What follows belongs to an exercise in optimizing a design on an open flow for small area; a production flow would make more cautious choices. In this exercise RTL edits were held to simulation tests only and were not proved equivalent to the original. No driver is modelled on the clock port, so clocking that relies on it looks cheaper here than on a real chip. No activity file was given, so power comes from the tool's default toggle rates.

==> inputs of run H <==
## gain
module gain
   ( input  logic                 clk,
     input  logic                 reset,
     input  logic                 avsWr,
     input  logic        [ 31 : 0 ] avsWrData,
     output logic        [ 31 : 0 ] avsRdData,
     input  logic                 st,
     input  logic signed [ 15 : 0 ] a,
     output logic                 rdy,
     output logic signed [ 15 : 0 ] y );
==> flow/config.mk <==
export PLATFORM = sky130hd
export DESIGN_NAME = gain
export DESIGN_NICKNAME = gain
export VERILOG_FILES = /design/flow/design.v
export SDC_FILE = /design/flow/constraint.sdc
export NUM_CORES = 4
export LEC_CHECK = 0
export CAP_MARGIN = 20
export CORE_MARGIN = 2
export CORE_UTILIZATION = 85
export CTS_BUF_LIST = sky130_fd_sc_hd__clkbuf_8
export SETUP_SLACK_MARGIN = 0.05
export SLEW_MARGIN = 20
export SYNTH_HIERARCHICAL = 1
export SYNTH_MINIMUM_KEEP_SIZE = 0
==> flow/constraint.sdc <==
create_clock -name core_clock -period 6.4 [get_ports {clk}]
set_input_delay 1.2800 -clock core_clock [delete_from_list [all_inputs] [get_ports {clk}]]
set_output_delay 1.2800 -clock core_clock [all_outputs]
set_load 0.01 [all_outputs]
standard.sh (not shown) runs the stock make flow with config.mk's settings and CLKGATE_MAP_FILE= SYNTH_SCRIPT=/design/flow/synth_recipe.tcl, a recipe that flattens the netlist after the stock synthesis.
==> flow/flow/run.sh <==
#!/bin/bash
# Standard layout (the standard.sh: standard synthesis and ORFS steps) with these
# changes: every combinational cell is set to its smallest drive strength after
# floorplan (flow/downsize.tcl; later repair steps size up what they need), the ports
# are buffered with the smallest buffer cell, and clock tree synthesis uses large sink clusters and adds no dummy
# loads, and the constant outputs share one tie cell. Each ORFS step keeps its own log under orfs/logs/; make's output goes to
# standard_flow.log.
set -euo pipefail
here=$(pwd)
bash standard.sh "POST_FLOORPLAN_TCL=$here/flow/downsize.tcl" \
  'BUFFER_PORTS_ARGS=-buffer_cell sky130_fd_sc_hd__buf_1' \
  'CTS_ARGS=-sink_clustering_enable -sink_clustering_size 34 -sink_clustering_max_diameter 300 -repair_clock_nets -buf_list sky130_fd_sc_hd__clkbuf_8 -dont_use_dummy_load' \
  'SKIP_REPAIR_TIE_FANOUT=1' finish > standard_flow.log 2>&1
==> flow/flow/downsize.tcl <==
# Sourced after floorplan (POST_FLOORPLAN_TCL): give every combinational cell
# the smallest drive strength of its function; the later repair steps size up
# what timing, slew and capacitance need.
set skip {^(df|dl|sdf|edf|conb|tap|fill|decap|diode|clk|lpflow|probe|macro)}
set dont_use [split [string trim $::env(DONT_USE_CELLS)]]
set n_swapped 0
foreach inst [get_cells *] {
  set m [get_property $inst ref_name]
  if { ![regexp {^sky130_fd_sc_hd__(.+)_([0-9]+)$} $m -> base drv] } { continue }
  if { [regexp $skip $base] } { continue }
  set best ""
  set best_area 1e9
  foreach lc [get_lib_cells sky130_fd_sc_hd__${base}_*] {
    set name [get_property $lc name]
    if { ![regexp "^sky130_fd_sc_hd__${base}_\[0-9\]+\$" $name] } { continue }
    if { [lsearch -exact $dont_use $name] >= 0 } { continue }
    set a [get_property $lc area]
    if { $a < $best_area } {
      set best_area $a
      set best $name
    }
  }
  if { $best ne "" && $best ne $m } {
    set cur_area [get_property [lindex [get_lib_cells $m] 0] area]
    if { $best_area < $cur_area } {
      replace_cell [get_property $inst full_name] $best
      incr n_swapped
    }
  }
}
puts "downsize: $n_swapped cells downsized"
==> run A (differences from run H) <==
==> flow/flow/run.sh (replaced) <==
#!/bin/bash
# Standard layout (the standard.sh: standard synthesis and ORFS steps) with these
# changes: every combinational cell is set to its smallest drive strength after
# floorplan (flow/downsize.tcl; later repair steps size up what they need), the ports
# are buffered with the smallest buffer cell, clock tree synthesis adds no dummy
# loads, and the repairs after floorplan use only buf_1 and buf_2 (flow/smallbuf.tcl).
# Each ORFS step keeps its own log under orfs/logs/; make's output goes to
# standard_flow.log.
set -euo pipefail
here=$(pwd)
sb=$here/flow/smallbuf.tcl
bash standard.sh "POST_FLOORPLAN_TCL=$here/flow/downsize.tcl" \
  'BUFFER_PORTS_ARGS=-buffer_cell sky130_fd_sc_hd__buf_1' \
  'CTS_ARGS=-sink_clustering_enable -repair_clock_nets -buf_list sky130_fd_sc_hd__clkbuf_8 -dont_use_dummy_load' \
  "PRE_GLOBAL_PLACE_TCL=$sb" "PRE_RESIZE_TCL=$sb" "PRE_REPAIR_TIMING_POST_PLACE_TCL=$sb" \
  "PRE_CTS_TCL=$sb" "PRE_GLOBAL_ROUTE_TCL=$sb" \
  finish > standard_flow.log 2>&1
==> flow/flow/smallbuf.tcl (new file) <==
# Sourced before the steps that repair the design: leave only the two smallest
# buffers to the repairs.
set_dont_use {sky130_fd_sc_hd__buf_4 sky130_fd_sc_hd__buf_6 sky130_fd_sc_hd__buf_8 sky130_fd_sc_hd__buf_12 sky130_fd_sc_hd__buf_16}
--- a/flow/config.mk
+++ b/flow/config.mk
@@ -5,11 +5,11 @@
 export SDC_FILE = /design/flow/constraint.sdc
 export NUM_CORES = 4
 export LEC_CHECK = 0
 export CAP_MARGIN = 20
 export CORE_MARGIN = 2
-export CORE_UTILIZATION = 85
+export CORE_UTILIZATION = 75
 export CTS_BUF_LIST = sky130_fd_sc_hd__clkbuf_8
 export SETUP_SLACK_MARGIN = 0.05
 export SLEW_MARGIN = 20
 export SYNTH_HIERARCHICAL = 1
 export SYNTH_MINIMUM_KEEP_SIZE = 0
==> run D (differences from run H) <==
--- a/flow/design.v
+++ b/flow/design.v
@@ -236,19 +236,22 @@
    gainFa fa146 ( pp64, pp80, pp94, s145, c146 );
    gainHa ha148 ( pp106, pp116, s147, c148 );
    gainFa fa150 ( pp17, pp33, pp49, s149, c150 );
    gainFa fa152 ( pp65, pp81, pp95, s151, c152 );
    gainHa ha154 ( pp107, pp117, s153, c154 );
-   gainFa1 fa156 ( pp18, pp34, s155, c156 );
+   gainXnor xn156 ( pp18, pp34, s155 );
+   gainOr or156 ( pp18, pp34, c156 );
    gainFa fa158 ( pp50, pp66, pp82, s157, c158 );
    gainFa fa160 ( pp96, pp108, pp118, s159, c160 );
-   gainFa1 fa162 ( pp35, pp51, s161, c162 );
+   gainXnor xn162 ( pp35, pp51, s161 );
+   gainOr or162 ( pp35, pp51, c162 );
    gainFa fa164 ( pp67, pp83, pp97, s163, c164 );
    gainHa ha166 ( pp109, pp119, s165, c166 );
    gainFa fa168 ( pp36, pp52, pp68, s167, c168 );
    gainFa fa170 ( pp84, pp98, pp110, s169, c170 );
-   gainFa1 fa172 ( pp53, pp69, s171, c172 );
+   gainXnor xn172 ( pp53, pp69, s171 );
+   gainOr or172 ( pp53, pp69, c172 );
    gainHa ha174 ( pp85, pp99, s173, c174 );
    gainFa fa176 ( pp54, pp70, pp86, s175, c176 );
    assign s177 = ~pp71;
    assign c178 = pp71;
    gainHa ha180 ( bNeg[ 3 ], pp7, s179, c180 );
@@ -476,14 +479,18 @@
    ( input  logic a, b, ci,
      output logic s, co );
    assign s  = a ^ b ^ ci;
    assign co = ( a & b ) | ( a & ci ) | ( b & ci );
 endmodule
-module gainFa1
+module gainXnor
    ( input  logic a, b,
-     output logic s, co );
-   assign s  = ~( a ^ b );
+     output logic s );
+   assign s = ~( a ^ b );
+endmodule
+module gainOr
+   ( input  logic a, b,
+     output logic co );
    assign co = a | b;
 endmodule
 module gainHa
    ( input  logic a, b,
      output logic s, co );
==> flow/flow/run.sh (replaced) <==
#!/bin/bash
# Standard layout (the standard.sh: standard synthesis and ORFS steps) with these
# changes: every combinational cell is set to its smallest drive strength after
# floorplan (flow/downsize.tcl; later repair steps size up what they need), the ports
# are buffered with the smallest buffer cell, and clock tree synthesis adds no dummy
# loads, and the constant outputs share one tie cell. Each ORFS step keeps its own log under orfs/logs/; make's output goes to
# standard_flow.log.
set -euo pipefail
here=$(pwd)
bash standard.sh "POST_FLOORPLAN_TCL=$here/flow/downsize.tcl" \
  'BUFFER_PORTS_ARGS=-buffer_cell sky130_fd_sc_hd__buf_1' \
  'CTS_ARGS=-sink_clustering_enable -repair_clock_nets -buf_list sky130_fd_sc_hd__clkbuf_8 -dont_use_dummy_load' \
  'SKIP_REPAIR_TIE_FANOUT=1' finish > standard_flow.log 2>&1
--- a/flow/config.mk
+++ b/flow/config.mk
@@ -5,11 +5,11 @@
 export SDC_FILE = /design/flow/constraint.sdc
 export NUM_CORES = 4
 export LEC_CHECK = 0
 export CAP_MARGIN = 20
 export CORE_MARGIN = 2
-export CORE_UTILIZATION = 85
+export CORE_UTILIZATION = 90
 export CTS_BUF_LIST = sky130_fd_sc_hd__clkbuf_8
 export SETUP_SLACK_MARGIN = 0.05
 export SLEW_MARGIN = 20
 export SYNTH_HIERARCHICAL = 1
 export SYNTH_MINIMUM_KEEP_SIZE = 0
==> notes <==
Of run A and run D, run A has the higher synthesized cell count (gap 1.4%, measured against run D). In run D the setup slack is higher than in run A, by 0.017 ns. The lowest die area belongs to run D, the highest to run A. The highest first-iteration DRC count belongs to run D, the lowest to run A. Of run A and run H, run H has the higher critical path depth (gap 3). Area after synthesis is the same in run A and run H. Between run D and run A, the lower combinational power is in run A (gap about 9%, measured against run A).

==> static timing again, ports no longer ideal <==
How much do the figures lean on ideal ports? The routed layouts below were timed once more, with nothing changed but the port constraints.
Step 1 (the two cells are an assumption about what drives the block):
set clk [get_ports {clk}]
set_driving_cell -lib_cell sky130_fd_sc_hd__clkbuf_16 $clk
set_driving_cell -lib_cell sky130_fd_sc_hd__buf_2 [delete_from_list [all_inputs] $clk]
Step 2, shift: input delay + t, output delay - t, t = (earliest + latest rising clock arrival at the registers) / 2. This alone moves slack from input paths to output paths.
Three values: ideal ports, drivers, drivers and shift; two values: the first two.
| run | shift t [ns] | setup slack, ns | hold slack, ns | worst setup path after step 2 |
|---|---|---|---|---|
| run H | 0.373 | 0.446 / 0.446 / 0.446 | 0.334 / 0.334 / 0.334 | register to register |
| run A | 0.384 | 0.379 / 0.379 / 0.379 | 0.355 / 0.355 / 0.355 | register to register |
| run D | 0.379 | 0.396 / 0.396 / 0.396 | 0.348 / 0.348 / 0.348 | register to register |
After both steps every run listed still meets setup and hold.
